What follows belongs to an exercise in optimizing a design on an open flow for small area; a production flow would make more cautious choices.
The RTL was checked by simulation tests, not by an equivalence proof against the original design.

## job 2244
## vpx_brd_ctrl_core
module vpx_brd_ctrl_core
 (
	clk,   						 
	rst_n,						 
	vcc1p0_pgood_i,
	vcc3p3_fmc_pgood_i,
	vcc_vadj_fmc_pgood_i,
	vcc1p2_pgood_i,
	vcc1p8_fpga_pgood_i,
	vcc1p5_fpga_pgood_i,
	vcc0p75_fpga_pgood_i,
	vcc1p0_mgtavcc_pgood_i,
	vcc1p2_mgtavtt_pgood_i,
	vcc3p3_pgood_i,
	dspa_sspcs1_i,		  			 
	dspa_sspck_i,					 
	dspa_sspmiso_o,					 
	dspa_sspmosi_i,         		 
	dspb_sspcs1_i,		  			 
	dspb_sspck_i,					 
	dspb_sspmiso_o,					 
	dspb_sspmosi_i,         		 
	vcc2p5_pgood_i,			
	vcc1p8_dsp_pgood_i,     
	vcc1p5_dsp_pgood_i,	    
	vcc0p75_dsp_pgood_i,	
	sys_pgood_o,			
	vcc2p5_en_o,			
	vcc1p8_dsp_en_o,        
	vcc1p5_dsp_en_o,				
	vcc0p75_dsp_en_o,		
	dspa_gpio_i,					 
	dspa_gpio_o,					 
	dspa_gpio_en,					 
	dspb_gpio_i,					 
	dspb_gpio_o,					 
	dspb_gpio_en,					 
	full_reset_i,					 
	dspa_warm_reset_i,				 
	dspb_warm_reset_i,				 
	fpga_rst_i,						 
	fpga_rst_o,						 
	dspa_trgrstz_i, 				 
	dspb_trgrstz_i, 				 
	dspa_debug_led_o,				 
	dspb_debug_led_o,				 
	dspa_porz_o,					 
	dspa_resetfullz_o,				 
	dspa_resetz_o,					 
	dspa_lresetz_o,					 
	dspa_coresel_o,					 
	dspa_resetstat_n_i,				 
	dspa_nmiz_o,					 
	dspa_lresetnmienz_o,			 
	dspa_bootcomplete_i,             
	dspa_paclksel_o,				 
	dspa_hout_i,					 
	dspa_sysclkout_i,				 
	dspa_timi0_o,					 
	dspb_porz_o,					 
	dspb_resetfullz_o,				 
	dspb_resetz_o,					 
	dspb_lresetz_o,					 
	dspb_coresel_o,					 
	dspb_resetstat_n_i,				 
	dspb_nmiz_o,					 
	dspb_lresetnmienz_o,			 
	dspb_bootcomplete_i,             
	dspb_paclksel_o,				 
	dspb_hout_i,					 
	dspb_sysclkout_i,				 
	dspb_timi0_o,					 
	dspa_phy_int_n_i,				 
	dspa_phy_rst_n_o,				 
	dspb_phy_int_n_i,				 
	dspb_phy_rst_n_o,				 
	dspa_ucd9222_pg1_i,				 
	dspa_ucd9222_pg2_i,				 
	dspa_ucd9222_ena1_o,   			 
	dspa_ucd9222_ena2_o,			 
	dspa_pgucd9222_i,				 
	dspa_ucd9222_rst_n_o,			 
	dspb_ucd9222_pg1_i,				 
	dspb_ucd9222_pg2_i,				 
	dspb_ucd9222_ena1_o,   			 
	dspb_ucd9222_ena2_o,			 
	dspb_pgucd9222_i,				 
	dspb_ucd9222_rst_n_o,			 
	dspa_pca9306_en_o,				 
	dspb_pca9306_en_o,				 
	dspa_nand_wp_o,					 
	dspa_nor_wp_n_o,				 
	dspa_eeprom_wp_o,				 
	dspb_nand_wp_o,					 
	dspb_nor_wp_n_o,				 
	dspb_eeprom_wp_o,				 
    dspa_vid_oe_n_o, 
	dspb_vid_oe_n_o, 
	ad9516_1_clock_reset_o,
	ad9516_1_cs_o, 
	ad9516_1_pd_o,
	ad9516_1_refsel_o,
	ad9516_1_sclk_o,
	ad9516_1_sdi_o,
	ad9516_1_ld_i,
	ad9516_2_clock_reset_o,
	ad9516_2_cs_o, 
	ad9516_2_pd_o,
	ad9516_2_refsel_o,
	ad9516_2_sclk_o,
	ad9516_2_sdi_o,
	ad9516_2_ld_i,
	sp3an_debug_led_o,
	front_led_o,
	sw_fsel_o,
	sw_qfg_o,
	srio_rst_n_o,
	sw_spd_o,
	fmc1_pg_c2m_o,
	fmc2_pg_c2m_o,
	dspa_tsip0_fsa0_o,
	dspa_tsip0_clka0_o,
	dspb_tsip0_fsa0_o,
	dspb_tsip0_clka0_o
 );
Size: roughly 320 flip-flops, ~210 I/O pins, about 0.016 mm² of cells after synthesis.
Settings: LEC_CHECK=0, CAP_MARGIN=20, CORE_MARGIN=2, CORE_UTILIZATION=40, SLEW_MARGIN=20; clock period 20.0 ns.
standard.sh (not shown) runs the stock make flow with config.mk's settings and CLKGATE_MAP_FILE= SYNTH_SCRIPT=/design/flow/synth_recipe.tcl, a recipe that flattens the netlist after the stock synthesis.
==> flow/flow/run.sh <==
#!/bin/bash
# Layout flow: the standard ORFS flow (standard.sh, unchanged synthesis),
# with two settings changed:
#  - input and output ports are buffered with sky130_fd_sc_hd__buf_1 instead
#    of the default port buffer cell;
#  - clock tree synthesis uses the arguments in flow/cts_args.txt.
# make's full output goes to flow.log in the work folder; ORFS writes each
# step's log under orfs/logs/.
set -euo pipefail
cts_args="$(tr '\n' ' ' < flow/cts_args.txt)"
bash standard.sh \
  "BUFFER_PORTS_ARGS=-buffer_cell sky130_fd_sc_hd__buf_1" \
  "CTS_ARGS=${cts_args}" \
  finish > flow.log 2>&1
==> flow/flow/cts_args.txt <==
-sink_clustering_enable
-repair_clock_nets
-buf_list sky130_fd_sc_hd__clkbuf_16
-sink_clustering_size 30
-sink_clustering_max_diameter 100
-dont_use_dummy_load
Job 2244 completed end to end with timing, DRC and antenna clean.
For job 6236, these inputs were changed with respect to job 2244:
# job 2244
export LEC_CHECK = 0
export CAP_MARGIN = 20
export CORE_MARGIN = 2
export CORE_UTILIZATION = 40
export SLEW_MARGIN = 20
create_clock -name core_clock -period 20.0 [get_ports {clk}]
# job 6236
export LEC_CHECK = 0
export CAP_MARGIN = 20
export CORE_MARGIN = 2
export CORE_UTILIZATION = 40
export CTS_BUF_LIST = sky130_fd_sc_hd__clkbuf_8
export CTS_CLUSTER_DIAMETER = 50
export CTS_CLUSTER_SIZE = 20
export SLEW_MARGIN = 20
create_clock -name core_clock -period 20.0 [get_ports {clk}]
==> flow/run.sh (new file) <==
#!/bin/bash
# synth_recipe.tcl (not shown) runs the flow's synth.tcl, then flattens the netlist and writes it again
# the make line also repeats each setting of config.mk as NAME=value (left out here)
make -C /OpenROAD-flow-scripts/flow DESIGN_CONFIG=/design/flow/config.mk WORK_HOME=/design/flow/orfs CLKGATE_MAP_FILE= SYNTH_SCRIPT=/design/flow/synth_recipe.tcl finish
removed: flow/flow/run.sh
removed: flow/flow/cts_args.txt
removed: flow/standard.sh
Notes after the runs:
- As of job 6236, via count had risen by a few percent compared to job 2244.
- Compared with job 2244, job 6236 shows a routed wire length on met3 that is 5.4% higher.
- The wire length in job 6236 was higher than what job 2244 gave.
## Diff of input files: job 1950 against job 6236
# job 6236
export LEC_CHECK = 0
export CAP_MARGIN = 20
export CORE_MARGIN = 2
export CORE_UTILIZATION = 40
export CTS_BUF_LIST = sky130_fd_sc_hd__clkbuf_8
export CTS_CLUSTER_DIAMETER = 50
export CTS_CLUSTER_SIZE = 20
export SLEW_MARGIN = 20
create_clock -name core_clock -period 20.0 [get_ports {clk}]
# job 1950
export LEC_CHECK = 0
export CAP_MARGIN = 20
export CORE_MARGIN = 2
export CORE_UTILIZATION = 40
export SLEW_MARGIN = 20
create_clock -name core_clock -period 20.0 [get_ports {clk}]
==> flow/flow/run.sh (new file) <==
#!/bin/bash
# Layout flow: the standard ORFS flow (standard.sh, unchanged synthesis),
# with two settings changed:
#  - input and output ports are buffered with sky130_fd_sc_hd__buf_1 instead
#    of the default port buffer cell;
#  - clock tree synthesis uses the arguments in flow/cts_args.txt.
# make's full output goes to flow.log in the work folder; ORFS writes each
# step's log under orfs/logs/.
set -euo pipefail
cts_args="$(tr '\n' ' ' < flow/cts_args.txt)"
bash standard.sh \
  "BUFFER_PORTS_ARGS=-buffer_cell sky130_fd_sc_hd__buf_1" \
  "CTS_ARGS=${cts_args}" \
  finish > flow.log 2>&1
==> flow/flow/cts_args.txt (new file) <==
-sink_clustering_enable
-repair_clock_nets
-buf_list sky130_fd_sc_hd__clkbuf_8
-sink_clustering_size 16
-sink_clustering_max_diameter 50
-dont_use_dummy_load
==> flow/standard.sh (new file) <==
#!/bin/bash
# synth_recipe.tcl (not shown) runs the flow's synth.tcl, then flattens the netlist and writes it again
# the make line also repeats each setting of config.mk as NAME=value (left out here)
make -C /OpenROAD-flow-scripts/flow DESIGN_CONFIG=/design/flow/config.mk WORK_HOME=/design/flow/orfs CLKGATE_MAP_FILE= SYNTH_SCRIPT=/design/flow/synth_recipe.tcl "${@:-finish}"
removed: flow/run.sh
Notes after the runs:
- Job 1950 ran to completion and came out clean on the timing, design-rule and antenna checks.
- Comparing share of final-layout standard cells stronger than drive strength 1 for job 6236 and job 1950, the bigger number came from job 6236.
- Summary of job 1950 over job 6236: cell area after layout shrank by about 7%, first-iteration DRC count shrank by 99.
- After synthesis and placement, the instance count of job 1950 is below that of job 6236.
- [job 1950 vs job 6236] final setup slack of the worst path: higher in job 1950
- | sequential share of layout area | job 1950 vs job 6236 | 3.0 points higher |
- Diff job 6236 and job 1950: period utilization lower in job 1950
- Compared job 6236 against job 1950; area taken by multi-input logic gates within noise.
--- input diff job 1950..job 7134 ---
# job 1950
export LEC_CHECK = 0
export CAP_MARGIN = 20
export CORE_MARGIN = 2
export CORE_UTILIZATION = 40
export SLEW_MARGIN = 20
create_clock -name core_clock -period 20.0 [get_ports {clk}]
# job 7134
export LEC_CHECK = 0
export CAP_MARGIN = 20
export CORE_MARGIN = 2
export CORE_UTILIZATION = 40
export CTS_BUF_LIST = sky130_fd_sc_hd__clkbuf_16
export CTS_CLUSTER_DIAMETER = 100
export CTS_CLUSTER_SIZE = 30
export SLEW_MARGIN = 20
create_clock -name core_clock -period 20.0 [get_ports {clk}]
==> flow/run.sh (new file) <==
#!/bin/bash
# synth_recipe.tcl (not shown) runs the flow's synth.tcl, then flattens the netlist and writes it again
# the make line also repeats each setting of config.mk as NAME=value (left out here)
make -C /OpenROAD-flow-scripts/flow DESIGN_CONFIG=/design/flow/config.mk WORK_HOME=/design/flow/orfs CLKGATE_MAP_FILE= SYNTH_SCRIPT=/design/flow/synth_recipe.tcl finish
removed: flow/flow/run.sh
removed: flow/flow/cts_args.txt
removed: flow/standard.sh
--- outcome ---
- Of job 7134 and job 1950, it is job 7134 that has the lower sequential portion of the cell area.
- Lower post-layout instance count excluding filler cells goes to job 7134 over job 1950.
- Worst path setup slack after routing ended up 0.79 ns lower on job 7134 than on job 1950.

==> static timing again, ports no longer ideal <==
Ports are ideal in the flow. The routed layouts listed here were re-timed in OpenROAD. Step 1, drivers: a clkbuf_16 drives clk and a buf_2 each remaining input, both assumed. Step 2 moves the port delays by t, midway between the first and last clock arrival at a register: inputs arrive t later, outputs are due t later. That takes back most of the time a late clock gives input paths. a / b / c = ideal / step 1 / step 2; a / b = the first two.
run	shift t [ns]	setup WS [ns]	pins driven straight from the clock port
job 2244	0.539	10.792 / 10.771 / 10.771	1
job 6236	0.639	10.023 / 9.999 / 9.999	1
job 1950	0.615	10.825 / 10.804 / 10.804	1
job 7134	0.561	10.037 / 10.013 / 10.013	1
After both steps setup and hold are still met in every run listed.
